From an optimization exercise on the open Yosys and OpenROAD flow, aimed at small area and a short achievable clock period; shortcuts taken in it are not production practice.
Where RTL was checked, it was by simulation tests only, not by an equivalence proof against the original.

Setup of the previous run:
## FPU
module FPU(clk, A, B, opcode, O, flags);
	input clk;
	input [31:0] A, B;
	input [1:0] opcode;
	output [31:0] O;
	output [6:0] flags;
	wire az = ~|A[30:23];
	wire bz = ~|B[30:23];
	wire [7:0]  ea = {A[30:24], A[23] | az};
	wire [7:0]  eb = {B[30:24], B[23] | bz};
	wire [23:0] ma = {~az, A[22:0]};
	wire [23:0] mb = {~bz, B[22:0]};
	wire sx = A[31];
	wire sy = B[31] ^ opcode[0];
	wire [30:0] cmp_x = B[30:0];
	wire [30:0] cmp_y = ~A[30:0];
	wire [30:0] c_g = cmp_x & cmp_y;
	wire [30:0] c_p = cmp_x ^ cmp_y;
	wire c_G0_m1 = c_g[0] | (c_p[0] & 1'b1);
	wire c_G2_1 = c_g[2] | (c_p[2] & c_g[1]);
	wire c_P2_1 = c_p[2] & c_p[1];
	wire c_G4_3 = c_g[4] | (c_p[4] & c_g[3]);
	wire c_P4_3 = c_p[4] & c_p[3];
	wire c_G6_5 = c_g[6] | (c_p[6] & c_g[5]);
	wire c_P6_5 = c_p[6] & c_p[5];
	wire c_G8_7 = c_g[8] | (c_p[8] & c_g[7]);
	wire c_P8_7 = c_p[8] & c_p[7];
	wire c_G10_9 = c_g[10] | (c_p[10] & c_g[9]);
	wire c_P10_9 = c_p[10] & c_p[9];
	wire c_G12_11 = c_g[12] | (c_p[12] & c_g[11]);
	wire c_P12_11 = c_p[12] & c_p[11];
	wire c_G14_13 = c_g[14] | (c_p[14] & c_g[13]);
	wire c_P14_13 = c_p[14] & c_p[13];
	wire c_G16_15 = c_g[16] | (c_p[16] & c_g[15]);
	wire c_P16_15 = c_p[16] & c_p[15];
	wire c_G18_17 = c_g[18] | (c_p[18] & c_g[17]);
	wire c_P18_17 = c_p[18] & c_p[17];
	wire c_G20_19 = c_g[20] | (c_p[20] & c_g[19]);
	wire c_P20_19 = c_p[20] & c_p[19];
	wire c_G22_21 = c_g[22] | (c_p[22] & c_g[21]);
	wire c_P22_21 = c_p[22] & c_p[21];
	wire c_G24_23 = c_g[24] | (c_p[24] & c_g[23]);
	wire c_P24_23 = c_p[24] & c_p[23];
	wire c_G26_25 = c_g[26] | (c_p[26] & c_g[25]);
	wire c_P26_25 = c_p[26] & c_p[25];
	wire c_G28_27 = c_g[28] | (c_p[28] & c_g[27]);
	wire c_P28_27 = c_p[28] & c_p[27];
	wire c_G30_29 = c_g[30] | (c_p[30] & c_g[29]);
	wire c_P30_29 = c_p[30] & c_p[29];
	wire c_G2_m1 = c_G2_1 | (c_P2_1 & c_G0_m1);
	wire c_G6_3 = c_G6_5 | (c_P6_5 & c_G4_3);
	wire c_P6_3 = c_P6_5 & c_P4_3;
	wire c_G10_7 = c_G10_9 | (c_P10_9 & c_G8_7);
	wire c_P10_7 = c_P10_9 & c_P8_7;
	wire c_G14_11 = c_G14_13 | (c_P14_13 & c_G12_11);
	wire c_P14_11 = c_P14_13 & c_P12_11;
	wire c_G18_15 = c_G18_17 | (c_P18_17 & c_G16_15);
	wire c_P18_15 = c_P18_17 & c_P16_15;
	wire c_G22_19 = c_G22_21 | (c_P22_21 & c_G20_19);
  ...
Size in the first run: roughly 110 I/O pins, ~22000 sq um of cells after synthesis.
==> flow/config.mk <==
export PLATFORM = sky130hd
export DESIGN_NAME = FPU
export DESIGN_NICKNAME = FPU
export VERILOG_FILES = /design/flow/design.v
export SDC_FILE = /design/flow/constraint.sdc
export NUM_CORES = 4
export LEC_CHECK = 0
export ABC_AREA = 1
export CAP_MARGIN = 20
export CORE_MARGIN = 2
export CORE_UTILIZATION = 50
export SETUP_SLACK_MARGIN = 3
export SLEW_MARGIN = 20
export SYNTH_HIERARCHICAL = 1
export SYNTH_MINIMUM_KEEP_SIZE = 0
==> flow/constraint.sdc <==
create_clock -name core_clock -period 21.0 [get_ports {clk}]
set_input_delay 4.2000 -clock core_clock [delete_from_list [all_inputs] [get_ports {clk}]]
set_output_delay 4.2000 -clock core_clock [all_outputs]
set_load 0.01 [all_outputs]
standard.sh (not shown) runs the stock make flow with config.mk's settings and CLKGATE_MAP_FILE= SYNTH_SCRIPT=/design/flow/synth_recipe.tcl, a recipe that flattens the netlist after the stock synthesis.
==> flow/flow/run.sh <==
#!/bin/bash
# Layout flow: the standard flow (standard.sh: ORFS synthesis to the
# final layout), with the input and output port buffers taken from
# sky130_fd_sc_hd__buf_4 instead of the cell buffer_ports picks by itself.
# ORFS writes each step's log under orfs/logs; make's own output goes to
# standard.log here.
set -euo pipefail
bash standard.sh BUFFER_PORTS_ARGS="-buffer_cell sky130_fd_sc_hd__buf_4" finish > standard.log 2>&1
Input-level comparison between the current run and the previous run:
diff --git a/flow/design.v b/flow/design.v
--- a/flow/design.v
+++ b/flow/design.v
@@ -168,13 +168,13 @@
 	assign dba_s[5] = dba_p[5] ^ dba_G4_m1;
 	assign dba_s[6] = dba_p[6] ^ dba_G5_m1;
 	assign dba_s[7] = dba_p[7] ^ dba_G6_m1;
 	wire dba_co = dba_G7_m1;
 	wire [7:0]  d_ab = dab_s;
 	wire [7:0]  d_ba = dba_s;
-	wire [7:0]  diff = dab_co ? d_ab : d_ba;
+	wire [7:0]  diff = swap ? d_ba : d_ab;
 	wire [23:0] big_m   = swap ? mb : ma;
 	wire [23:0] small_m = swap ? ma : mb;
 	wire [7:0]  big_e   = swap ? eb : ea;
 	wire        big_s   = swap ? sy : sx;
 	wire        eff_sub = sx ^ sy;
 	wire [23:0] aligned = (|diff[7:5]) ? 24'd0 : (small_m >> diff[4:0]);
[summary]
The previous run and the current run ended up with nearly the same via density per instance.
The current run -> the previous run: setup TNS delta 0, exact match
Relative to the previous run, first-pass GRT wire length increased by 830 microns in the current run.
The current run -> the previous run: synthesized instance count flat
Looking at the previous run and the current run, the hold buffer count at CTS is a wash.
Post-cts resize count in the current run vs the previous run: up 6
Critical path depth in the current run vs the previous run: up 41%
On the current run: share of post-route cells with drive strength above 1 is 1.2 points lower than what the previous run gave.
Wire length ends up higher on the previous run.
Looking at the previous run and the current run, the share of async-settable or async-resettable flops after synthesis is a wash.
Diff the previous run -> the current run | area enclosed by the die boundary | decrease of 0.75%
Non-clock buffer count ends up lower on the current run.
No functional check of the RTL was part of the previous run.

## static timing again, ports no longer ideal
In the flow no input, the clock included, has a driving cell. The finished layouts below were timed again as built, in two steps. Step 1 sets driving cells, clkbuf_16 on the clock port and buf_2 on the other inputs (assumed; they add their load-dependent delay and slew). Step 2, shift: input delay + t, output delay - t, t = (earliest + latest rising clock arrival at the registers) / 2. This alone moves slack from input paths to output paths. Three values: no drivers, after step 1, after step 2; two values: the first two.
run	t (ns)	slack for setup (ns)	pins driven straight from the clock port
the previous run	0.259	3.381 / 3.345 / 3.345	1
the current run	0.263	3.565 / 3.534 / 3.534	1
After both steps every run listed still meets setup and hold. The setup slack of the previous run, which loses most, moves by -0.036 ns with the drivers and by -0.036 ns with both steps.
